Context: an optimization exercise on an open-source flow, tuned for small area, a short achievable clock period and few clock cycles. The choices shown serve that exercise and are no tape-out recipe.
Where RTL was checked, it was by simulation tests only, not by an equivalence proof against the original.
No functional check of the RTL was part of runs 4 and 5.
No activity file was given, so power comes from the tool's default toggle rates.

File: flow/run.sh
#!/bin/bash
# synth_recipe.tcl (not shown) runs the flow's synth.tcl, then flattens the netlist and writes it again
# the make line also repeats each setting of config.mk as NAME=value (left out here)
make -C /OpenROAD-flow-scripts/flow DESIGN_CONFIG=/design/flow/config.mk WORK_HOME=/design/flow/orfs CLKGATE_MAP_FILE= SYNTH_SCRIPT=/design/flow/synth_recipe.tcl finish
File: flow/config.mk
export PLATFORM = sky130hd
export DESIGN_NAME = JAM
export DESIGN_NICKNAME = JAM
export VERILOG_FILES = /design/flow/design.v
export SDC_FILE = /design/flow/constraint.sdc
export NUM_CORES = 4
export LEC_CHECK = 0
export CAP_MARGIN = 20
export CORE_MARGIN = 2
export CORE_UTILIZATION = 40
export SLEW_MARGIN = 20
File: flow/constraint.sdc
create_clock -name core_clock -period 6.0 [get_ports {CLK}]
set_input_delay 1.2000 -clock core_clock [delete_from_list [all_inputs] [get_ports {CLK}]]
set_output_delay 1.2000 -clock core_clock [all_outputs]
set_load 0.01 [all_outputs]
File: flow/design.v
module JAM (
input CLK,
input RST,
output reg [2:0] W,
output reg [2:0] J,
input [6:0] Cost,
output reg [3:0] MatchCount,
output reg [9:0] MinCost,
output reg Valid );
localparam [2:0] PH_HUNG = 3'd0, PH_AUG = 3'd1, PH_TIGHT = 3'd2, PH_RES = 3'd3,
                 PH_RYS = 3'd4, PH_DONE = 3'd5;
localparam [3:0] ROOT = 4'b1000;
integer k;
reg [2:0] ph;
reg       s0v, s0k, s0first, s0last, s0trr, s0lazy, s0zero, s0t, s0rf, s0rl;
reg [7:0] rem;
reg [2:0] i;             
reg [3:0] j0;            
reg [7:0] used, usedprev;
reg [6:0] Dprev;
reg [8:0] K;
reg [7:0] bestD;         
reg [2:0] bj, bp;
reg       bpv;
reg [7:0] tmask;
reg [2:0] ja;
reg [7:0] M   [0:7];     
reg [6:0] w   [0:7];     
reg [3:0] way [0:7];
reg [2:0] p   [0:7];
reg [7:0] pv;
reg [7:0] mrd;
reg [6:0] wrd;
reg       s1v, s1k, s1first, s1last, s1trr, s1lazy, s1zero, s1t, s1rf, s1rl;
reg [2:0] s1c, s1r;
reg       s2v, s2k, s2first, s2last, s2trr, s2t, s2rf, s2rl;
reg [2:0] s2c, s2r;
reg [6:0] cost_q, wq;
reg [7:0] Mq1;
reg       s3v, s3k, s3first, s3last, s3trr, s3t, s3rf, s3rl;
reg [2:0] s3c, s3r;
reg [7:0] yq, Mq2;
reg [2:0] pq;
reg       pvq;
reg [7:0] Rm, Cm, xq, tq, Sq;
reg       spar, sgnk;
reg [3:0] r [0:7];
reg       rlast;
reg       pvld, plast, ppar;
reg [3:0] pq03, pq47;
reg  [7:0] rowb [0:7];
reg  [7:0] F, Fcols;
always @(*) begin
    F = 8'd0; Fcols = 8'd0;
    for (k = 0; k < 8; k = k + 1) begin
        rowb[k] = {M[7][k], M[6][k], M[5][k], M[4][k], M[3][k], M[2][k], M[1][k], M[0][k]} & Cm;
        if (Rm[k] & (rowb[k] != 8'd0) & ((rowb[k] & (rowb[k] - 8'd1)) == 8'd0)) begin
            F[k] = 1'b1;
            Fcols = Fcols | rowb[k];
        end
    end
end
wire [7:0] xn   = ((xq | ~Cm) + 8'd1) & Cm;
wire [7:0] tn   = xn & (~xn + 8'd1);
wire [7:0] x1   = Cm & (~Cm + 8'd1);
reg  [7:0] tcol;
always @(*) begin
    tcol = 8'd0;
    for (k = 0; k < 8; k = k + 1) if (tq[k]) tcol = tcol | M[k];
end
wire       radd = ~|(Sq & tq);
reg [3:0] fac [0:7];
always @(*) for (k = 0; k < 8; k = k + 1) fac[k] = Rm[k] ? r[k] : 4'd1;
wire [3:0] pr01 = fac[0] * fac[1];
wire [3:0] pr23 = fac[2] * fac[3];
wire [3:0] pr45 = fac[4] * fac[5];
wire [3:0] pr67 = fac[6] * fac[7];
wire [3:0] pr03 = pr01 * pr23;
wire [3:0] pr47 = pr45 * pr67;
wire [3:0] prod = pq03 * pq47;
wire [7:0] wlz = {1'b0, wrd} + {1'b0, Dprev} - mrd;
wire [6:0] wl  = s1zero ? 7'd0 : (s1lazy & usedprev[s1c]) ? wlz[6:0] : wrd;
wire [7:0] sum8  = {1'b0, cost_q} + {1'b0, wq};
wire [8:0] yfull = {1'b0, sum8} + K;
wire [7:0] ysat  = (yfull[8] | yfull[7]) ? 8'h80 : {1'b0, yfull[6:0]};
wire [8:0] knew  = {1'b0, bestD} - {1'b0, sum8};
wire       c_yM = yq < Mq2;
wire       c_yB = yq < bestD;
wire       c_MB = Mq2 < bestD;
wire       upd  = s3first | c_yM;
wire       take = s3trr | (upd ? c_yB : c_MB);
wire [7:0] nD   = take ? (upd ? yq : Mq2) : bestD;
wire [2:0] nj   = take ? s3c : bj;
wire [2:0] np   = take ? pq  : bp;
wire       npv  = take ? pvq : bpv;
wire       hscan = s3v & ~s3k & ~s3t;
wire       hend  = hscan & s3last;
wire [7:0] c3bit = 8'd1 << s3c;
wire       tlt   = s3rf | c_yB;
wire       teq   = (yq == bestD);
wire [7:0] nmask = tlt ? c3bit : teq ? (tmask | c3bit) : tmask;
wire       tend  = s3v & s3t & s3rl & (s3r == 3'd7);
wire [7:0] rlow  = rem & (~rem + 8'd1);
reg  [2:0] rlowi;
always @(*) begin
    rlowi = 3'd0;
    for (k = 7; k >= 0; k = k - 1) if (rlow[k]) rlowi = k;
end
wire [7:0] remn = rem & ~rlow;
wire [3:0] jw   = way[ja];
wire       augd = (ph == PH_AUG) & jw[3];
always @(posedge CLK) begin
    s1k <= s0k; s1first <= s0first; s1last <= s0last; s1trr <= s0trr;
    s1lazy <= s0lazy; s1zero <= s0zero; s1t <= s0t; s1rf <= s0rf; s1rl <= s0rl;
    s1c <= J; s1r <= W;
    s2k <= s1k; s2first <= s1first; s2last <= s1last; s2trr <= s1trr;
    s2t <= s1t; s2rf <= s1rf; s2rl <= s1rl; s2c <= s1c; s2r <= s1r;
    s3k <= s2k; s3first <= s2first; s3last <= s2last; s3trr <= s2trr;
    s3t <= s2t; s3rf <= s2rf; s3rl <= s2rl; s3c <= s2c; s3r <= s2r;
    mrd <= M[J];
    wrd <= w[J];
    cost_q <= Cost;
    wq     <= wl;
    Mq1    <= mrd;
    if (s1v & (s1zero | s1lazy)) w[s1c] <= wl;
    yq  <= ysat;
    Mq2 <= Mq1;
    pq  <= p[s2c];
    pvq <= pv[s2c];
    if (hscan) begin
        if (upd) begin
            M[s3c]   <= yq;
            way[s3c] <= j0;
        end
        bestD <= nD;
        bj    <= nj;
        bp    <= np;
        bpv   <= npv;
    end
    if (hend) ja <= nj;
    if (s3v & s3t) begin
        if (tlt) bestD <= yq;
        tmask <= nmask;
        if (s3rl)
            for (k = 0; k < 8; k = k + 1) M[k][s3r] <= nmask[k];
    end
    if (ph == PH_AUG) begin
        p[ja] <= jw[3] ? i : p[jw[2:0]];
        ja    <= jw[2:0];
    end
    if (augd) begin
        usedprev <= used;
        Dprev    <= bestD[6:0];
    end
    if (tend) begin
        Rm <= 8'hFF;
        Cm <= 8'hFF;
    end
    if (ph == PH_RES) begin
        Rm <= Rm & ~F;
        Cm <= Cm & ~Fcols;
        for (k = 0; k < 8; k = k + 1) r[k] <= 4'd0;
        xq    <= x1;
        tq    <= x1;
        Sq    <= 8'd0;
        spar  <= 1'b0;
        sgnk  <= ^Cm;
        rlast <= 1'b0;
        pvld  <= 1'b0;
        plast <= 1'b0;
        MatchCount <= 4'd0;
    end
    if (ph == PH_RYS) begin
        if (~rlast) begin
            for (k = 0; k < 8; k = k + 1)
                if (tcol[k]) r[k] <= radd ? r[k] + 4'd1 : r[k] - 4'd1;
            xq   <= xn;
            tq   <= tn;
            Sq   <= Sq ^ tq;
            spar <= ~spar;
        end
        if (xq == 8'd0) rlast <= 1'b1;
        pvld  <= ~rlast;
        plast <= ~rlast & (xq == 8'd0);
        if (pvld) MatchCount <= MatchCount + (ppar ? (4'd0 - prod) : prod);
    end
    pq03 <= pr03;
    pq47 <= pr47;
    ppar <= spar ^ sgnk;
end
always @(posedge CLK or posedge RST) begin
    if (RST) begin
        ph <= PH_HUNG;
        W <= 3'd0; J <= 3'd0;
        s0v <= 1'b1; s0k <= 1'b0; s0first <= 1'b1; s0last <= 1'b0; s0trr <= 1'b1;
        s0lazy <= 1'b0; s0zero <= 1'b1; s0t <= 1'b0; s0rf <= 1'b0; s0rl <= 1'b0;
        rem <= 8'hFE;
        i <= 3'd0; j0 <= ROOT;
        used <= 8'd0;
        pv <= 8'd0;
        s1v <= 1'b0; s2v <= 1'b0; s3v <= 1'b0;
        MinCost <= 10'd0; Valid <= 1'b0;
        K <= 9'd0;
    end else begin
        s1v <= s0v; s2v <= s1v; s3v <= s2v;
        if (s2v & s2k) K <= knew;
        if (s0v) begin
            if (s0t) begin
                if ((W == 3'd7) & (J == 3'd7)) begin
                    s0v <= 1'b0;
                end else begin
                    J <= J + 3'd1;
                    if (J == 3'd7) W <= W + 3'd1;
                    s0rf <= (J == 3'd7);
                    s0rl <= (J == 3'd6);
                    s0lazy <= s0lazy & (J != 3'd7);
                end
            end else if (rem == 8'd0) begin
                s0v <= 1'b0;
            end else begin
                J <= rlowi;
                rem <= remn;
                s0k <= 1'b0;
                s0trr <= s0k;
                s0last <= (remn == 8'd0);
            end
        end
        case (ph)
        PH_HUNG: begin
            if (hend) begin
                if (npv) begin
                    used <= used | (8'd1 << nj);
                    j0 <= {1'b0, nj};
                    W <= np; J <= nj;
                    rem <= ~used & ~(8'd1 << nj);
                    s0v <= 1'b1; s0k <= 1'b1; s0first <= 1'b0; s0last <= 1'b0; s0trr <= 1'b0;
                    s0lazy <= 1'b0; s0zero <= 1'b0;
                end else begin
                    ph <= PH_AUG;
                end
            end
        end
        PH_AUG: begin
            pv[ja] <= 1'b1;
            if (jw[3]) begin
                MinCost <= MinCost + {2'd0, bestD};
                used <= 8'd0;
                K <= 9'd0;
                j0 <= ROOT;
                W <= (i == 3'd7) ? 3'd0 : i + 3'd1;
                J <= 3'd0;
                s0v <= 1'b1; s0k <= 1'b0; s0first <= 1'b1; s0last <= 1'b0; s0trr <= 1'b1;
                s0lazy <= 1'b1; s0zero <= 1'b0;
                rem <= 8'hFE;
                if (i == 3'd7) begin
                    ph <= PH_TIGHT;
                    s0t <= 1'b1; s0rf <= 1'b1; s0rl <= 1'b0; s0first <= 1'b0; s0trr <= 1'b0;
                end else begin
                    ph <= PH_HUNG;
                    i <= i + 3'd1;
                end
            end
        end
        PH_TIGHT: begin
            if (tend) ph <= PH_RES;
        end
        PH_RES: begin
            if (F == 8'd0) ph <= PH_RYS;
        end
        PH_RYS: begin
            if (plast) begin
                ph <= PH_DONE;
                Valid <= 1'b1;
            end
        end
        default: ;
        endcase
    end
end
endmodule
==> flow_summary.toml, run 1 <==
[timing]
finalSetupTns_ps = 0
min_period_over_period_pct = 59.6
rsz0062_at_grt = "false"
worst_pin_slew_ps = 1190
slew_viol_final = 0
fin_ws_ps = 2430
fin_skew_ps = 36.2
maxSlewHeadroom_pct = 20.9
finalSetupViolations = 0
fin_crit_ps = 3570
hold_violations = 0
max_freq_ghz = 0.280

[hold_path]
hp-start = "s1k$_DFF_P_"
min_path_type = "reg -> reg"

[final_layout]
stdcell_area_um2 = 27400
n_antenna_cell = 0
nNetsFinal = 2449
fill_cells = 5487
drive_above_1_share_pct = 10.0
final_common_cell = "nand2_1"
final_core_util_pct = 45.3
area_delta_synth_final_pct = 11.8
mostFrequentLayoutCells = "324 x nand2_1, 228 x edfxtp_1, 180 x dfxtp_1"

[critical_path]
arrival_ps = 4110
end_kind = "flop"
rrSetupSlack_ps = 2430
ff2ff_path_depth = 11
critPathCapture = "s0v$_DFF_PP1_"
cp.required_ps = 6540
path_class = "reg -> reg"
critPathMaxFanout = 21
critPathLaunch = "Mq2[2]$_DFF_P_"
critPathLaunchType = "flop"
r2r_end = "s0v$_DFF_PP1_"
reg2reg_from = "Mq2[2]$_DFF_P_"

[global_route]
grt_pass1_wl_um = 102000
antenna_found_initial = 0
grt.total_usage_pct = 20.6
grt-ovfl-total = 0
grt_max_degree = 64
grt_pass1_vias = 17700

[routing]
ant_nets = 0
dr.pass1.iters = 9
viasPerCell = 5.73
vias = 17800
wl_um = 64600
drc = 0
drtIter0Drc = 1635
post_drt_wl_per_cell_um = 20.7

[place]
dp_hpwl_um = 45600
place_area_um2 = 25600
gp_congestion = 0.903
post-place-ws_ps = 2480
port_buffers = 29

[power]
leakagePower_nw = 11.1
powerDensity_nw_per_um2 = 254
p_sw_share_pct = 22.0
netSwitchingPower_w = 0.00153
seqPwrFrac_pct = 49.5
intPower_w = 0.00542
clockPowerShare_pct = 48.5
comb_power_share_pct = 2.0
total_power_w = 0.00695
ir_drop_mv = 0.196

[logic_synthesis]
avgSynthCellArea_um2 = 10.8
synth_edf_count = 228
ys_ff_latch = 481
synth_area_um2 = 24500
synth_cell_type_count = 76
yosysWarnings = 4
syn_inst = 2273
ys_seq_area_share_pct = 50.2
ys_async_sr_fraction_pct = 15.2
syn-num-nets = 2432
synth-main-ff-cell = "edfxtp_1"

[clock_tree]
post_cts_resized = 0
cts-root-buf = "clkbuf_16"
cts_setup_buffers = 0
h-tree-depth = 2
cts_buffers = 53
hold_buffers = 0
clockBufferDepth = 3
cts_tree = "yes"
clock_latency_ps = 630
clkSlewWorstSetupHoldPaths_ps = 70
cts.sinks = 481

[outcome]
status = "no timing/DRC/antenna violations"

[die]
num_io_pins = 30
coreArea_um2 = 60500
start_util_pct = 40.5
rows = 90
fp.dieArea_um2 = 63300
die_x_um = 252
die-height_um = 252

[run]
cap_violations = 0
through the flow:
step                      std cells  hold WS, ps
after floorplan                2273          310
after global placement         3015          312
after detailed placement       3016          312
after CTS                      3116          326
after global routing           3117          330
final                          3117          324
cell usage after synthesis, types with 10 or more instances:
cell / instances / area, um^2
fa_1: 19 / 380
a22oi_1: 58 / 435
and3_1: 13 / 81.3
nor2b_1: 27 / 169
edfxtp_1: 228 / 6850
clkbuf_1: 67 / 251
a21oi_1: 147 / 736
dfrtp_1: 61 / 1530
nor4_1: 10 / 62.6
nand3_1: 75 / 375
nor3_1: 22 / 110
a211oi_1: 12 / 90.1
buf_2: 10 / 50.1
xor2_1: 34 / 298
nand4_1: 24 / 150
a221oi_1: 16 / 140
dfstp_2: 12 / 315
nand2_1: 325 / 1220
a22o_1: 15 / 131
nor2_1: 125 / 469
nand2b_1: 24 / 150
ha_1: 131 / 1640
mux4_2: 49 / 1100
o21ai_0: 94 / 470
a31oi_1: 15 / 93.8
dfxtp_1: 180 / 3600
xnor2_1: 74 / 648
a21o_1: 34 / 255
and2_1: 23 / 144
mux2_2: 32 / 360
mux2i_1: 39 / 390
inv_1: 125 / 469
a222oi_1: 13 / 130
layout make-up:
| class | count | area (um^2) | area share, % |
|---|---|---|---|
| flip-flops and latches | 481 | 12300 | 44.8 |
| multi-input cells | 1580 | 11400 | 41.6 |
| clock buffers | 68 | 1510 | 5.50 |
| well taps | 782 | 978 | 3.57 |
| inverters | 125 | 470 | 1.72 |
| repair buffers | 49 | 438 | 1.60 |
| clock inverters | 32 | 318 | 1.16 |
power groups by stage:
stage,sequential (W),clock [W],combinational [W]
floorplan,0.00350,0,0.0000999
finish,0.00344,0.00337,0.000142
global route,0.00344,0.00356,0.000159
CTS,0.00344,0.00344,0.000140
global placement,0.00351,0,0.000136
detailed placement,0.00351,0,0.000139
registers in the layout, summed over array words and instances (netlist names), 9 cells and up, named ones only:
name	cells
MinCost	10
r	32
K	9
M	64
p	24
way	32
w	56
routing by layer:
metal	up-vias	GRT usage, %	wire length [um]
met3	128	2.95	4070
met2	600	32.7	29600
li1	8322	-	-
met4	0	6.62	1710
met5	-	0	0
met1	8799	29.0	29300
logic make-up (layout without fill, tap and decap cells):
group	Yosys count	after routing	share of synthesized area, %
and+or+nand+nor	700	700	13.0
AOI/OAI and AO/OA	495	495	13.2
DFF	481	481	50.2
buffers and inverters	212	274	3.37
adders and majority gates	152	152	8.32
muxes	125	125	8.10
xor gates and xnor gates	108	108	3.86
worst max-delay path, cell delays in order, from the launching register on:
cell,delay [ps]
dfxtp_1,360
inv_1,60
ha_1,300
a211oi_1,200
o21ai_0,170
a21oi_2,400
a2111oi_2,110
a211oi_4,420
buf_4,350
mux2_2,470
nand2_1,220
or3_1,400
worst min-delay path by stage:
stage | cells after the start | to
floorplan | 0 | Mq1[7]$_DFF_P_
global placement | 0 | s2r[2]$_DFF_P_
detailed placement | 0 | s2t$_DFF_P_
CTS | 0 | s2t$_DFF_P_
global route | 0 | s3last$_DFF_P_
finish | 0 | s2k$_DFF_P_
Testbench counts, summed over its fixed seeds: cycles 3,717.
==> run 2: changes to the inputs <==
--- a/flow/config.mk
+++ b/flow/config.mk
@@ -7,2 +7,3 @@
 export LEC_CHECK = 0
+export ABC_CLOCK_PERIOD_IN_PS = 2000
 export CAP_MARGIN = 20
@@ -10,2 +11,3 @@
 export CORE_UTILIZATION = 40
+export SETUP_SLACK_MARGIN = 4.0
 export SLEW_MARGIN = 20
==> run 2 against run 1 <==
  * Cell count grew 11%
  * Area after synthesis did not move
  * Combinational power rose by 120%
  * Largest cell class is now multi-input gates
  * Critical endpoint is now pq03[3]$_DFF_P_
  * Non-clock buffer count rose by 336
  * Register-to-register slack gained 430 ps
  * Maximum frequency rose by 14%
  * Critical path depth grew 3
==> flow_summary.toml, run 2 <==
[outcome]
status = "no timing/DRC/antenna violations"

[routing]
drtIter0Drc = 1895
drc = 0
post_drt_wl_per_cell_um = 23.3
dr.pass1.iters = 6
viasPerCell = 5.86
wl_um = 81100
ant_nets = 0
vias = 20400

[final_layout]
top_register = "M"
multiInputGateArea_um2 = 15100
nNetsFinal = 2807
reg.largest.list = "M x64, w x56"
n_antenna_cell = 0
fill_cells = 4702
area_delta_synth_final_pct = 42.8
largest_reg_flops = 64
drive_above_1_share_pct = 45.5
final_common_cell = "nand2_1"
seqCellArea_um2 = 12400
final_cells = 3474
mostFrequentLayoutCells = "232 x nand2_1, 228 x edfxtp_1, 212 x buf_4"

[clock_tree]
cts_buffers = 52
clock_latency_ps = 640
cts.sinks = 481
hold_buffers = 0
clockBufferDepth = 3
cts-root-buf = "clkbuf_16"
h-tree-depth = 2
cts_tree = "yes"
clkSlewWorstSetupHoldPaths_ps = 60

[die]
rows = 90
coreArea_um2 = 60500
die-height_um = 252
start_util_pct = 40.5
fp.dieArea_um2 = 63300
num_io_pins = 30
die_x_um = 252

[timing]
worst_pin_slew_ps = 1120
fin_ws_ps = 2860
rsz0062_at_grt = "true"
slew_viol_final = 0
hold-worst-slack_ps = 307
finalSetupTns_ps = 0
maxSlewHeadroom_pct = 25.5
max_freq_ghz = 0.318
finalSetupViolations = 0
hold_violations = 0
min_period_over_period_pct = 52.3
fin_crit_ps = 3140
fin_skew_ps = 36.2

[global_route]
grt_pass1_wl_um = 119000
grt.total_usage_pct = 24.4
grt-ovfl-total = 0
antenna_found_initial = 1
grt_pass1_vias = 20000
grt_max_degree = 48

[power]
ir_drop_mv = 0.207
seqPwrFrac_pct = 48.4
powerDensity_nw_per_um2 = 202
intPower_w = 0.00552
netSwitchingPower_w = 0.00157
clockPowerShare_pct = 47.3
comb_power_share_pct = 4.3
total_power_w = 0.00709
leakagePower_nw = 13.5
p_sw_share_pct = 22.1

[logic_synthesis]
ys_seq_area_share_pct = 50.2
synth-main-ff-cell = "edfxtp_1"
syn_inst = 2273
synth_common_cells = "325 x nand2_1, 228 x edfxtp_1, 180 x dfxtp_1, 147 x a21oi_1, 131 x ha_1"
syn-num-nets = 2432
synth_edf_count = 228
yosys.area.top_type_share_pct = 27.9
ys_ff_latch = 481
synth_cell_type_count = 76
post-synth-top-count-cell = "nand2_1"
avgSynthCellArea_um2 = 10.8
ys_async_sr_fraction_pct = 15.2
ys_top_cells_by_area = "edfxtp_1 28%, dfxtp_1 15%, ha_1 6.7%, dfrtp_1 6.2%, nand2_1 5.0%"
yosysWarnings = 4
yosysTopAreaCell = "edfxtp_1"
synth_area_um2 = 24500

[place]
dp_cells = 3012
port_buffers = 29
gp_congestion = 0.935
post-place-ws_ps = 2440
dp_hpwl_um = 47200

[critical_path]
reg2reg_from = "Rm[2]$_SDFFCE_PN1P_"
r2r_end = "pq03[3]$_DFF_P_"
path_class = "reg -> reg"
end_kind = "flop"
critPathLaunchType = "flop"
arrival_ps = 3660
ff2ff_path_depth = 14
critPathLaunch = "Rm[2]$_SDFFCE_PN1P_"
rrSetupSlack_ps = 2860
cp.required_ps = 6520
critPathMaxFanout = 5

[hold_path]
hold_end = "s2r[2]$_DFF_P_"
min_path_type = "reg -> reg"
hp-start = "s1r[2]$_DFF_P_"
holdPathStages = 0

[run]
cap_violations = 0
[run 2: cell counts after synthesis]
Identical to the previous run, type by type.
[run 2: cell type report]
cell class,instances,area share (%)
flip-flops and latches,481,35.5
clock buffers,74,4.23
repair buffers,385,11.8
repair inverters,3,0.0572
inverters,125,1.63
well taps,782,2.80
multi-input cells,1600,43.1
clock inverters,24,0.837
[run 2: routing by layer]
metal | vias to the layer above | wire (um) | GRT usage (%)
li1 | 9088 | - | -
met5 | - | 0 | 0
met1 | 10100 | 33500 | 32.3
met4 | 0 | 3450 | 9.61
met2 | 897 | 38900 | 40.3
met3 | 235 | 5250 | 3.54
[run 2: cell families after synthesis]
kind of cell | share of synthesized area [%]
compound gates | 13.2
mux | 8.10
buf+inv | 3.37
simple gates | 13.0
flops | 50.2
xor+xnor | 3.86
fa+ha+maj | 8.32
[run 2: what timing repair did]
action	CTS	global route
resized for setup	600	290
setup buffers	235	87
pin swaps	167	179
endpoints found under the setup margin	608	517
gates cloned	29	13
[run 2: power groups by stage]
stage / registers (W) / logic [W] / clock network (W)
3_3_place_gp: 0.00351 / 0.000152 / 0
2_1_floorplan: 0.00350 / 0.000116 / 0
5_1_grt: 0.00343 / 0.000325 / 0.00353
4_1_cts: 0.00343 / 0.000247 / 0.00340
3_5_place_dp: 0.00351 / 0.000153 / 0
6_report: 0.00343 / 0.000306 / 0.00335
[run 2: worst max path at each step]
| stage | endpoint | slack [ps] | depth (start not counted) |
|---|---|---|---|
| 6_report | pq03[3]$_DFF_P_ | 2860 | 14 |
| 3_5_place_dp | j0[1]$_DFFE_PP0P_ | 2440 | 11 |
| 5_1_grt | pq03[3]$_DFF_P_ | 2730 | 14 |
| 4_1_cts | pq03[3]$_DFF_P_ | 2850 | 14 |
| 2_1_floorplan | pq47[3]$_DFF_P_ | 3050 | 13 |
| 3_3_place_gp | j0[1]$_DFFE_PP0P_ | 2460 | 11 |
[run 2: metrics by stage]
step                      utilization (%)  cell area [um^2]
after floorplan                         -             25600
after global placement               43.9             26600
after detailed placement             43.9             26600
after CTS                            54.3             32800
after global routing                 57.9             35000
final                                57.9             35000
[run 2: worst max-delay path, cell delays in order (launching register included)]
cell,delay [ps]
edfxtp_1,530
nand2b_4,130
and3_4,190
ha_4,200
ha_4,270
ha_4,190
and2_4,140
ha_4,260
ha_4,190
ha_4,160
xor2_2,180
xnor2_2,140
xnor2_1,180
xnor2_1,150
xnor2_1,150
==> run 3: changes to the inputs <==
--- a/flow/config.mk
+++ b/flow/config.mk
@@ -7,3 +7,3 @@
 export LEC_CHECK = 0
-export ABC_CLOCK_PERIOD_IN_PS = 2000
+export ABC_CLOCK_PERIOD_IN_PS = 2500
 export CAP_MARGIN = 20
@@ -11,3 +11,3 @@
 export CORE_UTILIZATION = 40
-export SETUP_SLACK_MARGIN = 4.0
+export SETUP_SLACK_MARGIN = 3.0
 export SLEW_MARGIN = 20
==> run 3 against run 2 <==
  * Core utilization decreased by 10 points
  * Clock-buffer cell count fell by 6
  * Non-clock buffer count decreased by 266
  * Maximum frequency rose by 1.7%
  * First-iteration DRC count rose by 4.4%
  * Flip-flop and latch count unchanged
==> flow_summary.toml, run 3 <==
[timing]
fin_crit_ps = 3090
maxSlewHeadroom_pct = 34.0
worst_pin_slew_ps = 986
slew_viol_final = 0
rsz0062_at_grt = "true"
min_period_over_period_pct = 51.5
fin_skew_ps = 31.7
hold_violations = 0
finalSetupTns_ps = 0
finalSetupViolations = 0
max_freq_ghz = 0.324

[power]
comb_power_share_pct = 2.7
total_power_w = 0.00705
intPower_w = 0.00552
seqPwrFrac_pct = 48.8
clockPowerShare_pct = 48.6
ir_drop_mv = 0.231
leakagePower_nw = 11.5
p_sw_share_pct = 21.7
powerDensity_nw_per_um2 = 244
netSwitchingPower_w = 0.00153

[logic_synthesis]
synth_area_um2 = 24500
ys_top_cells_by_area = "edfxtp_1 28%, dfxtp_1 15%, ha_1 6.7%, dfrtp_1 6.2%, nand2_1 5.0%"
syn-num-nets = 2432
synth-main-ff-cell = "edfxtp_1"
ys_seq_area_share_pct = 50.2
synth_common_cells = "325 x nand2_1, 228 x edfxtp_1, 180 x dfxtp_1, 147 x a21oi_1, 131 x ha_1"
synth_cell_type_count = 76
syn_inst = 2273
ys_async_sr_fraction_pct = 15.2
synth_edf_count = 228
yosys.area.top_type_share_pct = 27.9
ys_ff_latch = 481
avgSynthCellArea_um2 = 10.8
post-synth-top-count-cell = "nand2_1"
yosysTopAreaCell = "edfxtp_1"
yosysWarnings = 4

[critical_path]
crit_path_top_delay_cell = "edfxtp_1"
path_class = "reg -> reg"
slowest_delay_ps = 520
cp_num_buf_inv = 0
critPathLaunchType = "flop"
cp.required_ps = 6540
crit_path_cell_trace = "nand2b_4 -> and3_4 -> ha_4 -> ha_4 -> ha_4 -> and2_4 -> ha_4 -> ha_4 -> ha_4 -> xor2_2 -> xnor2_1 -> xnor2_1 -> xnor2_1 -> xnor2_1"
arrival_ps = 3620
cp_top_family = "adder cells"
end_kind = "flop"
crit_path_frequent_cell = "ha_4"
critPathMaxFanout = 5

[die]
start_util_pct = 40.5
die_x_um = 252
rows = 90
coreArea_um2 = 60500
die-height_um = 252
num_io_pins = 30
fp.dieArea_um2 = 63300

[outcome]
status = "no timing/DRC/antenna violations"

[place]
gp_congestion = 0.906
dp_hpwl_um = 45900
place_area_um2 = 25700
port_buffers = 29

[clock_tree]
clock_latency_ps = 630
h-tree-depth = 2
cts_buffers = 53
cts_tree = "yes"
clockBufferDepth = 3
cts.sinks = 481
cts-root-buf = "clkbuf_16"
clkSlewWorstSetupHoldPaths_ps = 60

[final_layout]
fill_cells = 5439
reg.largest.list = "M x64, w x56"
top_register = "M"
final_core_util_pct = 47.7
nNetsFinal = 2523
multiInputGateArea_um2 = 12100
stdcell_area_um2 = 28800
seqCellArea_um2 = 12300
mostFrequentLayoutCells = "320 x nand2_1, 228 x edfxtp_1, 168 x dfxtp_1"
final_common_cell = "nand2_1"
drive_above_1_share_pct = 17.4
largest_reg_flops = 64
n_antenna_cell = 0
area_delta_synth_final_pct = 17.7

[hold_path]
min_path_type = "reg -> reg"

[routing]
dr.pass1.iters = 7
viasPerCell = 5.76
vias = 18400
drtIter0Drc = 1979
wl_um = 68700
ant_nets = 0
drc = 0
post_drt_wl_per_cell_um = 21.5

[run]
cap_violations = 0

[global_route]
antenna_found_initial = 0
grt_pass1_vias = 18100
grt_max_degree = 51
grt_pass1_wl_um = 105000
grt-ovfl-total = 0
grt.total_usage_pct = 21.2
==> run 3: cell count changes in the layout (fill, tap and decap cells not counted), moves of 50 or more <==
cell and change:
buf_6 -87, buf_4 -133, nand2_2 -54, nand2_1 +88
a21oi_2 -85, ha_1 +50, a21oi_1 +95
==> run 3: layout make-up <==
| class | instances | area share, % |
|---|---|---|
| repair inverters | 2 | 0.0347 |
| multi-input cells | 1582 | 42.1 |
| clock inverters | 32 | 1.30 |
| clock buffers | 68 | 5.12 |
| repair buffers | 119 | 3.73 |
| flip-flops and latches | 481 | 42.7 |
| inverters | 125 | 1.69 |
| well taps | 782 | 3.39 |
==> run 3: kinds of logic (layout without fill, tap and decap cells) <==
| kind of cell | after synthesis | after routing | share of synthesized area (%) |
|---|---|---|---|
| flip-flops | 481 | 481 | 50.2 |
| XOR/XNOR | 108 | 108 | 3.86 |
| multiplexers | 125 | 126 | 8.10 |
| AO/OA/AOI/OAI | 495 | 496 | 13.2 |
| adder cells (fa/ha/maj) | 152 | 152 | 8.32 |
| AND/OR/NAND/NOR | 700 | 700 | 13.0 |
| buffers and inverters | 212 | 346 | 3.37 |
==> run 3: what timing repair did <==
action,CTS,global route
resized for setup,73,73
endpoints found under the hold margin,0,0
setup endpoints to repair,192,252
pin swaps,40,47
cloned,2,3
setup buffers,28,41
hold buffers,0,0
==> run 3: path summary, 6_finish.rpt <==
check                                         start                      to  slack, ps  cells after the start
worst max-delay path            Rm[2]$_SDFFCE_PN1P_         pq03[3]$_DFF_P_       2910                     14
worst min-delay path                 s1r[0]$_DFF_P_          s2r[0]$_DFF_P_        320                      0
worst max register to register  Rm[2]$_SDFFCE_PN1P_         pq03[3]$_DFF_P_       2910                     14
worst min register to register       s1r[0]$_DFF_P_          s2r[0]$_DFF_P_        320                      0
max in group asynchronous                       RST         s0trr$_DFF_PP1_       4090                      4
min in group asynchronous                       RST  MinCost[8]$_DFFE_PP0P_        910                      2
==> run 3: power groups by stage <==
stage                     registers [W]  clock network [W]  logic (W)
final                           0.00344            0.00342   0.000188
after global routing            0.00344            0.00361   0.000204
after CTS                       0.00344            0.00347   0.000164
after detailed placement        0.00351                  0   0.000142
after global placement          0.00351                  0   0.000138
after floorplan                 0.00350                  0   0.000100
==> run 3: layer usage <==
layer / wire length (um) / global-route usage, %
met2: 31300 / 34.1
met1: 30300 / 29.0
met3: 4760 / 3.54
met5: 0 / 0
met4: 2320 / 7.47
==> run 3: metrics by stage <==
| stage | instances | setup WS (ps) | hold slack [ps] |
|---|---|---|---|
| after global routing | 3191 | 2770 | 327 |
| after global placement | 3015 | 2430 | 310 |
| after detailed placement | 3016 | 2410 | 312 |
| after floorplan | 2273 | 3010 | 310 |
| final | 3191 | 2910 | 324 |
| after CTS | 3146 | 2850 | 323 |
==> run 4: changes to the inputs <==
--- a/flow/design.v
+++ b/flow/design.v
@@ -37,3 +37,4 @@
 reg [2:0] s2c, s2r;
-reg [6:0] cost_q, wq;
+reg [6:0] cost_q, dmq;
+reg [8:0] wq;
 reg [7:0] Mq1;
@@ -49,3 +50,4 @@
 reg       pvld, plast, ppar;
-reg [3:0] pq03, pq47;
+reg [3:0] pq01, pq23, pq45, pq67, pq03, pq47;
+reg       pvld2, plast2, ppar2;
 reg  [7:0] rowb [0:7];
@@ -77,11 +79,12 @@
 wire [3:0] pr67 = fac[6] * fac[7];
-wire [3:0] pr03 = pr01 * pr23;
-wire [3:0] pr47 = pr45 * pr67;
+wire [3:0] pr03 = pq01 * pq23;
+wire [3:0] pr47 = pq45 * pq67;
 wire [3:0] prod = pq03 * pq47;
-wire [7:0] wlz = {1'b0, wrd} + {1'b0, Dprev} - mrd;
-wire [6:0] wl  = s1zero ? 7'd0 : (s1lazy & usedprev[s1c]) ? wlz[6:0] : wrd;
-wire [7:0] sum8  = {1'b0, cost_q} + {1'b0, wq};
-wire [8:0] yfull = {1'b0, sum8} + K;
+wire [6:0] mrd0 = M[J][6:0];
+wire [6:0] dm0  = (s0lazy & usedprev[J]) ? (Dprev - mrd0) : 7'd0;
+wire [6:0] wl    = wrd + dmq;
+wire [8:0] wk    = (s1k | s1first | s1t) ? {2'b00, wl} : ({2'b00, wrd} + K);
+wire [8:0] knew  = {1'b0, bestD} - {2'b00, Cost} - {2'b00, wrd};
+wire [8:0] yfull = {2'b00, cost_q} + wq;
 wire [7:0] ysat  = (yfull[8] | yfull[7]) ? 8'h80 : {1'b0, yfull[6:0]};
-wire [8:0] knew  = {1'b0, bestD} - {1'b0, sum8};
 wire       c_yM = yq < Mq2;
@@ -120,5 +123,6 @@
     mrd <= M[J];
-    wrd <= w[J];
+    wrd <= s0zero ? 7'd0 : w[J];
+    dmq <= dm0;
     cost_q <= Cost;
-    wq     <= wl;
+    wq     <= wk;
     Mq1    <= mrd;
@@ -170,2 +174,4 @@
         plast <= 1'b0;
+        pvld2  <= 1'b0;
+        plast2 <= 1'b0;
         MatchCount <= 4'd0;
@@ -182,9 +188,16 @@
         if (xq == 8'd0) rlast <= 1'b1;
-        pvld  <= ~rlast;
-        plast <= ~rlast & (xq == 8'd0);
-        if (pvld) MatchCount <= MatchCount + (ppar ? (4'd0 - prod) : prod);
-    end
+        pvld   <= ~rlast;
+        plast  <= ~rlast & (xq == 8'd0);
+        pvld2  <= pvld;
+        plast2 <= plast;
+        if (pvld2) MatchCount <= MatchCount + (ppar2 ? (4'd0 - prod) : prod);
+    end
+    pq01 <= pr01;
+    pq23 <= pr23;
+    pq45 <= pr45;
+    pq67 <= pr67;
     pq03 <= pr03;
     pq47 <= pr47;
-    ppar <= spar ^ sgnk;
+    ppar  <= spar ^ sgnk;
+    ppar2 <= ppar;
 end
@@ -205,3 +218,3 @@
         s1v <= s0v; s2v <= s1v; s3v <= s2v;
-        if (s2v & s2k) K <= knew;
+        if (s1v & s1k) K <= knew;
         if (s0v) begin
@@ -270,3 +283,3 @@
         PH_RYS: begin
-            if (plast) begin
+            if (plast2) begin
                 ph <= PH_DONE;
==> run 4 against run 3 <==
  * Critical endpoint is now ph[1]$_DFFE_PP0P_
  * Critical path type unchanged
  * Synthesized cell count grew 3.7%
  * Critical path depth shrank 6
  * Flip-flop and latch count grew 28
  * Clock power grew 5%
  * Still clean
  * Cell count grew 4.3%
  * Hold slack is essentially flat
  * Total power grew 4.6%
  * Non-clock buffer count shrank 6
  * Clock skew grew 6.3 ps
  * Maximum frequency grew 5.5%
==> flow_summary.toml, run 4 <==
[logic_synthesis]
yosysWarnings = 4
synth-main-ff-cell = "edfxtp_1"
synth_edf_count = 230
syn_inst = 2358
synth_cell_type_count = 89
ys_top_cells_by_area = "edfxtp_1 27%, dfxtp_1 16%, ha_1 6.8%, dfrtp_1 6.0%, nand2_1 5.4%"
yosysTopAreaCell = "edfxtp_1"
ys_ff_latch = 509
post-synth-top-count-cell = "nand2_1"
syn-num-nets = 2525
avgSynthCellArea_um2 = 10.7
synth_common_cells = "366 x nand2_1, 230 x edfxtp_1, 206 x dfxtp_1, 167 x a21oi_1, 137 x ha_1"
yosys.area.top_type_share_pct = 27.3
ys_async_sr_fraction_pct = 14.3
ys_seq_area_share_pct = 50.8
synth_area_um2 = 25300

[timing]
slew_viol_final = 0
finalSetupViolations = 0
fin_crit_ps = 2930
fin_ws_ps = 3070
hold_violations = 0
worst_pin_slew_ps = 934
maxSlewHeadroom_pct = 37.7
fin_skew_ps = 38.0
min_period_over_period_pct = 48.8
rsz0062_at_grt = "true"
finalSetupTns_ps = 0
max_freq_ghz = 0.342

[die]
die_x_um = 256
fp.dieArea_um2 = 65400
start_util_pct = 40.3
num_io_pins = 30
coreArea_um2 = 62900
die-height_um = 256
rows = 92

[routing]
viasPerCell = 5.74
vias = 19100
post_drt_wl_per_cell_um = 20.8
dr.pass1.iters = 10
drc = 0
drtIter0Drc = 1974
ant_nets = 0
wl_um = 69300

[clock_tree]
clkSlewWorstSetupHoldPaths_ps = 60
h-tree-depth = 2
cts.sinks = 509
cts_tree = "yes"
clockBufferDepth = 3
clock_latency_ps = 640
hold_buffers = 0
cts-root-buf = "clkbuf_16"
cts_buffers = 54

[run]
cap_violations = 0

[critical_path]
crit_path_cell_trace = "a22oi_1 -> maj3_1 -> a22oi_1 -> a211oi_4 -> or4_4 -> o32ai_4 -> o21ai_1 -> a22o_1"
cp_top_family = "compound AO/OA/AOI/OAI gates"
ff2ff_path_depth = 8
critPathMaxFanout = 11
cp_num_buf_inv = 0
critPathLaunchType = "flop"
end_kind = "flop"
slowest_delay_ps = 620
path_class = "reg -> reg"
arrival_ps = 3450
rrSetupSlack_ps = 3070
crit_path_top_delay_cell = "edfxtp_1"
r2r_end = "ph[1]$_DFFE_PP0P_"
cp.required_ps = 6520
crit_path_frequent_cell = "a22oi_1"
reg2reg_from = "Cm[0]$_SDFFCE_PN1P_"

[global_route]
grt-ovfl-total = 0
grt.total_usage_pct = 20.8
grt_pass1_vias = 18600
grt_pass1_wl_um = 108000
antenna_found_initial = 0
grt_max_degree = 67

[power]
ir_drop_mv = 0.239
powerDensity_nw_per_um2 = 251
leakagePower_nw = 11.6

[place]
gp_congestion = 0.919
port_buffers = 29
post-place-ws_ps = 2330
dp_hpwl_um = 48100

[final_layout]
drive_above_1_share_pct = 13.9
reg.largest.list = "M x64, w x56"
largest_reg_flops = 64
final_common_cell = "nand2_1"
mostFrequentLayoutCells = "364 x nand2_1, 230 x edfxtp_1, 195 x dfxtp_1"
area_delta_synth_final_pct = 15.9
top_register = "M"
nNetsFinal = 2603
n_antenna_cell = 0

[hold_path]
hold_end = "Mq1[4]$_DFF_P_"
hp-start = "mrd[4]$_DFF_P_"
holdPathStages = 0
min_path_type = "reg -> reg"

[outcome]
status = "no timing/DRC/antenna violations"
==> run 4: cell count changes after synthesis, moves of 6 or more <==
| cell | change |
|---|---|
| nand2_1 | +41 |
| dfxtp_1 | +26 |
| a21oi_1 | +20 |
| clkbuf_1 | -16 |
| mux2_2 | -15 |
| nand3_1 | -14 |
| buf_2 | +12 |
| inv_1 | -12 |
| buf_1 | +9 |
| a21o_1 | -7 |
| o221ai_1 | -7 |
| ha_1 | +6 |
==> run 4: how the worst max path moves through the flow <==
stage                              from                end  cells past startpoint
floorplan                J[0]$_DFF_PP0_  dmq[6]$_SDFF_PN0_                     13
detailed placement              Cost[2]     K[8]$_DFF_PP0_                     12
global placement                Cost[0]     K[5]$_DFF_PP0_                     13
global route           bestD[3]$_DFF_P_  M[1][5]$_DFFE_PP_                     11
finish              Cm[0]$_SDFFCE_PN1P_  ph[1]$_DFFE_PP0P_                      8
CTS                      J[0]$_DFF_PP0_               J[0]                      2
==> run 4: worst reg2reg max path, cell delays in order (launching register included) <==
cell and delay, ps:
edfxtp_1 620, a22oi_1 180, maj3_1 390, a22oi_1 320
a211oi_4 140, or4_4 550, o32ai_4 300, o21ai_1 150
a22o_1 190
==> run 4: repair_timing <==
action	4_1_cts	5_1_grt
setup endpoints to repair	184	121
gates cloned	0	1
setup buffers	41	24
gates resized for setup	46	55
pin swaps	11	23
==> run 4: layout make-up <==
cell class / instances / area (um^2)
Clock inverter: 25 / 302
Clock buffer: 76 / 1640
Multi-Input combinational cell: 1643 / 12000
Fill cell: 5776 / 33500
Inverter: 115 / 435
Sequential cell: 509 / 12900
Timing Repair Buffer: 113 / 1060
Tap cell: 846 / 1060
==> run 4: power breakdown <==
group,switching [W],internal (W),total [W]
Clock,0.00148,0.00210,0.00358
Sequential,0.00000689,0.00362,0.00362
Combinational,0.000103,0.0000720,0.000175
==> run 4: cells by family after synthesis <==
family	share of synthesized area [%]
buffers and inverters	3.20
AND/OR/NAND/NOR	13.2
XOR/XNOR	3.75
adder cells (fa/ha/maj)	8.58
AO/OA/AOI/OAI	13.6
multiplexers	6.79
flip-flops	50.8
==> run 4: per-stage QoR <==
stage               utilization [%]  instance area, um^2  instances  total power (W)  hold WS (ps)
finish                         46.8                29400       3327          0.00738           324
global route                   46.8                29400       3327          0.00760           337
CTS                            46.1                28900       3302          0.00742           323
detailed placement             42.1                26500       3160          0.00383           312
global placement               42.1                26500       3159          0.00383           310
floorplan                         -                25400       2358          0.00379           310
==> run 4: metal layers <==
layer  vias up  GRT usage [%]  wire [um]
met4         0           7.34       2440
met2       784           34.0      32400
met3       178           3.27       4650
met1      9395           28.1      29800
li1       8746              -          -
met5         -              0          0
==> run 5: changes to the inputs <==
--- a/flow/config.mk
+++ b/flow/config.mk
@@ -11,3 +11,3 @@
 export CORE_UTILIZATION = 40
-export SETUP_SLACK_MARGIN = 3.0
+export SETUP_SLACK_MARGIN = 3.5
 export SLEW_MARGIN = 20
==> run 5 against run 4 <==
  * Still clean on timing, DRC and antenna
  * Combinational power up 55%
  * Core utilization is 4.6 points higher
  * Maximum frequency down 1.5%
  * Hold slack gained 1.9 ps
  * Sequential share of layout area is 3.7 points lower
  * Flip-flop and latch count unchanged
  * Critical path depth up 4
  * Critical endpoint is now dmq[6]$_SDFF_PN0_
  * Largest cell class is now multi-input gates
  * Largest power group unchanged
  * Highest routed layer unchanged
==> flow_summary.toml, run 5 <==
[critical_path]
critPathMaxFanout = 6
path_class = "reg -> reg"
arrival_ps = 3480
rrSetupSlack_ps = 3030
slowest_delay_ps = 490
crit_path_cell_trace = "buf_12 -> mux4_2 -> mux2_4 -> ha_4 -> fa_2 -> nor2b_2 -> o21ai_1 -> nand2b_1 -> a21o_1 -> a21oi_2 -> xnor3_1 -> nor2_1"
r2r_end = "dmq[6]$_SDFF_PN0_"
reg2reg_from = "J[0]$_DFF_PP0_"
end_kind = "flop"
ff2ff_path_depth = 12
crit_path_top_delay_cell = "mux4_2"
cp.required_ps = 6510
critPathLaunchType = "flop"

[hold_path]
hold_end = "Mq1[3]$_DFF_P_"
holdPathStages = 0
min_path_type = "reg -> reg"
hp-start = "mrd[3]$_DFF_P_"

[logic_synthesis]
syn_inst = 2358
synth_area_um2 = 25300
ys_seq_area_share_pct = 50.8
yosys.area.top_type_share_pct = 27.3
synth-simple-area-share_pct = 13.2
synth-main-ff-cell = "edfxtp_1"
synth_top_family_by_area = "compound AO/OA/AOI/OAI gates"
synth_common_cells = "366 x nand2_1, 230 x edfxtp_1, 206 x dfxtp_1, 167 x a21oi_1, 137 x ha_1"
ys_ff_latch = 509
avgSynthCellArea_um2 = 10.7
synth.area.mux_share_pct = 6.79
yosysWarnings = 4
synth_compound_area_share_pct = 13.6
synth_edf_count = 230
ys_async_sr_fraction_pct = 14.3
post-synth-top-count-cell = "nand2_1"
synthXorXnorAreaFrac_pct = 3.75
syn-num-nets = 2525
synth_cell_type_count = 89
synth-adder-area-share_pct = 8.58
yosysTopAreaCell = "edfxtp_1"
ys_top_cells_by_area = "edfxtp_1 27%, dfxtp_1 16%, ha_1 6.8%, dfrtp_1 6.0%, nand2_1 5.4%"

[timing]
min_period_over_period_pct = 49.5
maxSlewHeadroom_pct = 21.8
rsz0062_at_grt = "true"
finalSetupTns_ps = 0
worst_pin_slew_ps = 1170
finalSetupViolations = 0
fin_skew_ps = 34.7
max_freq_ghz = 0.336
fin_crit_ps = 2970
slew_viol_final = 0
hold_violations = 0

[routing]
viasPerCell = 5.78
dr.pass1.iters = 7
post_drt_wl_per_cell_um = 22.0
ant_nets = 0
wl_um = 76400
vias = 20100
drtIter0Drc = 2179
drc = 0

[die]
coreArea_um2 = 62900
num_io_pins = 30
rows = 92
die-height_um = 256
die_x_um = 256
fp.dieArea_um2 = 65400
start_util_pct = 40.3

[clock_tree]
clockBufferDepth = 3
hold_buffers = 0
cts.sinks = 509
cts_buffers = 54
h-tree-depth = 2
clock_latency_ps = 640
cts-root-buf = "clkbuf_16"
cts_tree = "yes"
clkSlewWorstSetupHoldPaths_ps = 60

[final_layout]
multiInputGateArea_um2 = 13400
fill_cells = 5412
mostFrequentLayoutCells = "344 x nand2_1, 230 x edfxtp_1, 170 x dfxtp_1"
seqCellArea_um2 = 13000
drive_above_1_share_pct = 29.1
largest_reg_flops = 64
top_register = "M"
nNetsFinal = 2748
reg.largest.list = "M x64, w x56"
stdcell_area_um2 = 32300
final_common_cell = "nand2_1"
n_antenna_cell = 0
area_delta_synth_final_pct = 27.4

[global_route]
grt-ovfl-total = 0
grt_max_degree = 67
antenna_found_initial = 0
grt_pass1_vias = 19800
grt.total_usage_pct = 22.3
grt_pass1_wl_um = 114000

[place]
dp_hpwl_um = 48300
place_area_um2 = 26600
port_buffers = 29
gp_congestion = 0.924

[power]
powerDensity_nw_per_um2 = 230
ir_drop_mv = 0.251
total_power_w = 0.00742
leakagePower_nw = 12.7

[outcome]
status = "no timing/DRC/antenna violations"

[run]
cap_violations = 0
run 5: cell counts after synthesis:
No cell type changed its count.
run 5: area by class of cell:
cell class	count	area share, %
Multi-Input combinational cell	1645	41.4
Sequential cell	509	40.2
Timing Repair Buffer	255	7.76
Clock buffer	77	4.98
Tap cell	846	3.28
Inverter	115	1.45
Clock inverter	25	0.895
Timing Repair inverter	1	0.0155
run 5: routing by layer:
metal / up-vias / part of all wire [%] / global-route usage [%]
li1: 9053 / - / -
met1: 9875 / 40 / 28.9
met2: 896 / 48 / 36.8
met3: 254 / 7.3 / 4.30
met4: 0 / 4.7 / 8.82
met5: - / 0 / 0
run 5: power breakdown:
group,switching (W),internal [W],leakage [nW]
combinational,0.000142,0.000131,7.40
sequential,0.00000844,0.00361,4.41
clock,0.00147,0.00205,0.915
total,0.00162,0.00580,12.7
run 5: worst max-delay path: cells and delay by family, from the launching register on:
family	cells	cell delay, ps
flops	1	480
compound gates	3	310
mux	2	830
fa+ha+maj	2	520
xor+xnor	1	210
buf+inv	1	160
simple gates	3	340
run 5: worst max-delay path by stage:
stage | slack, ps | cells past startpoint | to | startpoint
finish | 3030 | 12 | dmq[6]$_SDFF_PN0_ | J[0]$_DFF_PP0_
global route | 2930 | 12 | dmq[6]$_SDFF_PN0_ | J[0]$_DFF_PP0_
CTS | 3010 | 12 | dmq[6]$_SDFF_PN0_ | J[0]$_DFF_PP0_
detailed placement | 2290 | 11 | j0[1]$_DFFE_PP0P_ | bestD[4]$_DFF_P_
global placement | 2330 | 11 | j0[1]$_DFFE_PP0P_ | bestD[4]$_DFF_P_
floorplan | 3120 | 11 | K[8]$_DFF_PP0_ | Cost[0]
run 5: logic make-up after synthesis:
kind of cell,count (synthesis)
muxes,109
DFF,509
adders and majority gates,162
and+or+nand+nor,739
AOI/OAI and AO/OA,526
buffers and inverters,206
xor gates and xnor gates,107
run 5: what timing repair did:
action                                  CTS  global route
gates cloned                              6             4
resized for setup                       337           258
pin swaps                                96            92
setup buffers                           151            54
endpoints found under the hold margin     0             0
endpoints found under the setup margin  397           317
run 5: through the flow:
step	setup slack [ps]	hold WS, ps	util, %	instances
after floorplan	3120	310	-	2358
after global placement	2330	312	42.3	3155
after detailed placement	2290	312	42.3	3156
after CTS	3010	325	49.1	3415
after global routing	2930	323	51.4	3473
final	3030	326	51.4	3473
==> run 6: changes to the inputs <==
--- a/flow/design.v
+++ b/flow/design.v
@@ -14,3 +14,4 @@
 reg [2:0] ph;
-reg       s0v, s0k, s0first, s0last, s0trr, s0lazy, s0zero, s0t, s0rf, s0rl;
+reg       s0v, s0k, s0first, s0last, s0trr, s0lazy, s0zero, s0t, s0rf, s0rl, s0pen;
+reg       spec;            
 reg [7:0] rem;
@@ -33,5 +34,5 @@
 reg [6:0] wrd;
-reg       s1v, s1k, s1first, s1last, s1trr, s1lazy, s1zero, s1t, s1rf, s1rl;
+reg       s1v, s1k, s1first, s1last, s1trr, s1lazy, s1zero, s1t, s1rf, s1rl, s1pen;
 reg [2:0] s1c, s1r;
-reg       s2v, s2k, s2first, s2last, s2trr, s2t, s2rf, s2rl;
+reg       s2v, s2k, s2first, s2last, s2trr, s2t, s2rf, s2rl, s2pen;
 reg [2:0] s2c, s2r;
@@ -40,3 +41,3 @@
 reg [7:0] Mq1;
-reg       s3v, s3k, s3first, s3last, s3trr, s3t, s3rf, s3rl;
+reg       s3v, s3k, s3first, s3last, s3trr, s3t, s3rf, s3rl, s3pen;
 reg [2:0] s3c, s3r;
@@ -100,2 +101,4 @@
 wire       hend  = hscan & s3last;
+wire       hpen  = hscan & s3pen;
+wire       specok = spec & ~take & bpv;
 wire [7:0] c3bit = 8'd1 << s3c;
@@ -117,7 +120,7 @@
     s1lazy <= s0lazy; s1zero <= s0zero; s1t <= s0t; s1rf <= s0rf; s1rl <= s0rl;
-    s1c <= J; s1r <= W;
+    s1c <= J; s1r <= W; s1pen <= s0pen;
     s2k <= s1k; s2first <= s1first; s2last <= s1last; s2trr <= s1trr;
-    s2t <= s1t; s2rf <= s1rf; s2rl <= s1rl; s2c <= s1c; s2r <= s1r;
+    s2t <= s1t; s2rf <= s1rf; s2rl <= s1rl; s2c <= s1c; s2r <= s1r; s2pen <= s1pen;
     s3k <= s2k; s3first <= s2first; s3last <= s2last; s3trr <= s2trr;
-    s3t <= s2t; s3rf <= s2rf; s3rl <= s2rl; s3c <= s2c; s3r <= s2r;
+    s3t <= s2t; s3rf <= s2rf; s3rl <= s2rl; s3c <= s2c; s3r <= s2r; s3pen <= s2pen;
     mrd <= M[J];
@@ -209,2 +212,3 @@
         s0lazy <= 1'b0; s0zero <= 1'b1; s0t <= 1'b0; s0rf <= 1'b0; s0rl <= 1'b0;
+        s0pen <= 1'b0; spec <= 1'b0;
         rem <= 8'hFE;
@@ -238,2 +242,3 @@
                 s0last <= (remn == 8'd0);
+                s0pen <= (remn != 8'd0) & ((remn & (remn - 8'd1)) == 8'd0);
             end
@@ -242,3 +247,15 @@
         PH_HUNG: begin
-            if (hend) begin
+            if (hpen & npv) begin
+                W <= np; J <= nj;
+                rem <= ~used & ~(8'd1 << nj);
+                s0v <= 1'b1; s0k <= 1'b1; s0first <= 1'b0; s0last <= 1'b0; s0trr <= 1'b0;
+                s0lazy <= 1'b0; s0zero <= 1'b0; s0pen <= 1'b0;
+                spec <= 1'b1;
+            end
+            if (hend) spec <= 1'b0;
+            if (hend & specok) begin
+                used <= used | (8'd1 << bj);
+                j0 <= {1'b0, bj};
+            end else if (hend) begin
+                if (spec) s1v <= 1'b0;
                 if (npv) begin
@@ -249,4 +266,5 @@
                     s0v <= 1'b1; s0k <= 1'b1; s0first <= 1'b0; s0last <= 1'b0; s0trr <= 1'b0;
-                    s0lazy <= 1'b0; s0zero <= 1'b0;
+                    s0lazy <= 1'b0; s0zero <= 1'b0; s0pen <= 1'b0;
                 end else begin
+                    s0v <= 1'b0;
                     ph <= PH_AUG;
@@ -265,3 +283,3 @@
                 s0v <= 1'b1; s0k <= 1'b0; s0first <= 1'b1; s0last <= 1'b0; s0trr <= 1'b1;
-                s0lazy <= 1'b1; s0zero <= 1'b0;
+                s0lazy <= 1'b1; s0zero <= 1'b0; s0pen <= 1'b0;
                 rem <= 8'hFE;
--- a/flow/config.mk
+++ b/flow/config.mk
@@ -11,3 +11,3 @@
 export CORE_UTILIZATION = 40
-export SETUP_SLACK_MARGIN = 3.5
+export SETUP_SLACK_MARGIN = 3.0
 export SLEW_MARGIN = 20
==> run 6 against run 5 <==
  * Still clean
  * Via count decreased by 4.1%
  * Total power is 0.93% lower
  * Sequential power is 1% higher
  * Core utilization shrank 4.4 points
  * Wire length is 6.3% lower
  * Clock skew is 8.3 ps higher
  * Clock power about the same
  * Final area fell by 7.9%
  * Non-clock buffer count shrank 159
  * Combinational power fell by 34%
  * Largest cell class is now registers
  * Largest power group unchanged
==> flow_summary.toml, run 6 <==
[place]
post-place-ws_ps = 2180
place_area_um2 = 26800
port_buffers = 29
gp_congestion = 0.916
dp_hpwl_um = 48800

[logic_synthesis]
yosys.area.top_type_share_pct = 26.9
ys_ff_latch = 514
ys_top_cells_by_area = "edfxtp_1 27%, dfxtp_1 16%, ha_1 6.7%, dfrtp_1 6.1%, nand2_1 5.1%"
synth_cell_type_count = 80
synth_top_family_by_area = "compound AO/OA/AOI/OAI gates"
ys_async_sr_fraction_pct = 14.6
syn-num-nets = 2568
post-synth-top-count-cell = "nand2_1"
avgSynthCellArea_um2 = 10.7
synth_area_um2 = 25700
yosysWarnings = 4
synth-adder-area-share_pct = 8.54
synth-simple-area-share_pct = 13.0
synth_common_cells = "346 x nand2_1, 230 x edfxtp_1, 209 x dfxtp_1, 163 x a21oi_1"
synth.area.mux_share_pct = 7.10
synth-main-ff-cell = "edfxtp_1"
ys_seq_area_share_pct = 50.5
synthXorXnorAreaFrac_pct = 3.94
synth_compound_area_share_pct = 13.7
syn_inst = 2401
synth_edf_count = 230
yosysTopAreaCell = "edfxtp_1"

[global_route]
grt-ovfl-total = 0
grt_use_met2_pct = 33.8
grtUsageMet1_pct = 29.1
grt.total_usage_pct = 21.1
use_met3_pct = 3.51
antenna_found_initial = 0
grt_max_degree = 66
grt_pass1_vias = 18700
grt_pass1_wl_um = 109000
grt-busiest-layer = "met2"

[routing]
wl_um = 71600
drtIter0Drc = 2016
ant_nets = 0
viasPerCell = 5.75
dr.pass1.iters = 8
drc = 0
vias = 19300
post_drt_wl_per_cell_um = 21.4

[hold_path]
hp-start = "Mq1[5]$_DFF_P_"
min_path_type = "reg -> reg"

[final_layout]
final_common_cell = "nand2_1"
top_register = "M"
reg.largest.list = "M x64, w x56"
mostFrequentLayoutCells = "341 x nand2_1, 230 x edfxtp_1, 191 x dfxtp_1"
area_delta_synth_final_pct = 15.7
multiInputGateArea_um2 = 12400
seqCellArea_um2 = 13000
n_antenna_cell = 0
drive_above_1_share_pct = 13.9
fill_cells = 5808
stdcell_area_um2 = 29700
nNetsFinal = 2620
largest_reg_flops = 64

[power]
intPower_w = 0.00574
p_sw_share_pct = 21.9
powerDensity_nw_per_um2 = 247
netSwitchingPower_w = 0.00161
comb_power_share_pct = 2.4
leakagePower_nw = 11.6
clockPowerShare_pct = 47.8
total_power_w = 0.00735
ir_drop_mv = 0.223
seqPwrFrac_pct = 49.8

[timing]
finalSetupTns_ps = 0
fin_crit_ps = 3050
fin_skew_ps = 43.0
min_period_over_period_pct = 50.8
finalSetupViolations = 0
maxSlewHeadroom_pct = 33.3
worst_pin_slew_ps = 992
rsz0062_at_grt = "true"
max_freq_ghz = 0.328
hold_violations = 0
fin_ws_ps = 2950
slew_viol_final = 0

[critical_path]
critPathLaunch = "J[0]$_DFF_PP0_"
reg2reg_from = "J[0]$_DFF_PP0_"
arrival_ps = 3540
critPathMaxFanout = 10
cp.required_ps = 6490
end_kind = "flop"
critPathLaunchType = "flop"
path_class = "reg -> reg"
slowest_delay_ps = 510
crit_path_top_delay_cell = "mux4_2"
crit_path_cell_trace = "buf_6 -> mux4_2 -> mux2_2 -> ha_1 -> fa_1 -> nor2b_1 -> o21ai_0 -> nand2b_1 -> a21o_1 -> a21oi_1 -> xnor3_1 -> nor2_1"

[clock_tree]
cts.sinks = 514
cts_buffers = 55
clockBufferDepth = 3
cts-root-buf = "clkbuf_16"
hold_buffers = 0
clkSlewWorstSetupHoldPaths_ps = 60
cts_tree = "yes"
h-tree-depth = 2
clock_latency_ps = 650

[die]
die-height_um = 257
rows = 92
start_util_pct = 40.6
coreArea_um2 = 63300
num_io_pins = 30
fp.dieArea_um2 = 66300
die_x_um = 257

[outcome]
status = "no timing/DRC/antenna violations"

[run]
cap_violations = 0
run 6: logic make-up (layout without fill, tap and decap cells):
family	count (synthesis)	after routing
adder cells (fa/ha/maj)	164	164
flip-flops	514	514
multiplexers	119	119
XOR/XNOR	114	114
buffers and inverters	213	310
AO/OA/AOI/OAI	537	538
AND/OR/NAND/NOR	740	741
run 6: critical path: cells and delay by family, from the launching register on:
family | cells | cell delay, ps
AND/OR/NAND/NOR | 3 | 320
flip-flops | 1 | 430
AO/OA/AOI/OAI | 3 | 290
adder cells (fa/ha/maj) | 2 | 620
XOR/XNOR | 1 | 190
multiplexers | 2 | 860
buffers and inverters | 1 | 190
run 6: metrics by stage:
step	util, %	cells	hold slack (ps)
final	47.0	3346	316
after global routing	47.0	3346	323
after CTS	46.4	3328	319
after detailed placement	42.3	3187	312
after global placement	42.3	3187	313
after floorplan	-	2401	310
run 6: path summary, 6_finish.rpt:
check	endpoint	slack [ps]	cells past startpoint
worst max-delay path	dmq[6]$_SDFF_PN0_	2950	12
worst min-delay path	Mq2[5]$_DFF_P_	320	0
min in group asynchronous	MinCost[8]$_DFFE_PP0P_	940	2
worst min register to register	Mq2[5]$_DFF_P_	320	0
worst max register to register	dmq[6]$_SDFF_PN0_	2950	12
max in group asynchronous	J[0]$_DFF_PP0_	3840	3
run 6: layout make-up:
cell class,count,area share [%]
clock buffer,80,5.44
clock inverter,24,0.892
inverter,110,1.42
multi-input combinational,1676,41.6
sequential,514,43.8
tap,846,3.56
timing repair buffer,96,3.26
run 6: timing repair:
item,in CTS,in global routing
cloned,5,0
gates resized for setup,66,60
setup endpoints to repair,192,184
setup buffers,32,18
pin swaps,14,19
run 6: power groups by stage:
stage | Combinational [W] | Sequential [W] | Clock (W)
floorplan | 0.0000981 | 0.00373 | 0
global placement | 0.000137 | 0.00373 | 0
detailed placement | 0.000139 | 0.00373 | 0
CTS | 0.000164 | 0.00366 | 0.00357
global route | 0.000196 | 0.00366 | 0.00372
finish | 0.000180 | 0.00366 | 0.00351
run 6: layer usage:
metal | up-vias | share of wire (%)
met5 | - | 0
met4 | 0 | 3.0
met3 | 181 | 6.7
met2 | 744 | 46
met1 | 9439 | 44
li1 | 8888 | -
Testbench counts of run 6, summed over its fixed seeds: cycles 3,596.

afterwards: timing with drivers on the ports:
In the flow no input, the clock included, has a driving cell. The finished layouts below were timed again as built, in two steps. Step 1 sets driving cells, clkbuf_16 on the clock port and buf_2 on the other inputs (assumed; they add their load-dependent delay and slew). Step 2, shift: input delay + t, output delay - t, t = (earliest + latest rising clock arrival at the registers) / 2. This alone moves slack from input paths to output paths. a / b / c = ideal / step 1 / step 2; a / b = the first two.
| run | shift t [ns] | setup WS [ns] | hold slack, ns | clock arrival spread, ns |
|---|---|---|---|---|
| run 1 | 0.665 | 2.425 / 2.425 / 2.425 | 0.324 / 0.324 / 0.324 | 0.036 / 0.036 |
| run 2 | 0.675 | 2.860 / 2.860 / 2.860 | 0.307 / 0.307 / 0.307 | 0.042 / 0.042 |
| run 3 | 0.679 | 2.912 / 2.912 / 2.912 | 0.324 / 0.324 / 0.324 | 0.032 / 0.032 |
| run 4 | 0.673 | 3.073 / 3.071 / 2.466 | 0.324 / 0.324 / 0.324 | 0.039 / 0.039 |
| run 5 | 0.688 | 3.028 / 3.028 / 2.832 | 0.326 / 0.326 / 0.326 | 0.036 / 0.036 |
| run 6 | 0.692 | 2.954 / 2.954 / 2.511 | 0.316 / 0.316 / 0.316 | 0.044 / 0.044 |
After both steps every run listed still meets setup and hold. For run 4, which loses most, drivers alone change the setup slack by -0.002 ns; drivers and shift together by -0.607 ns.
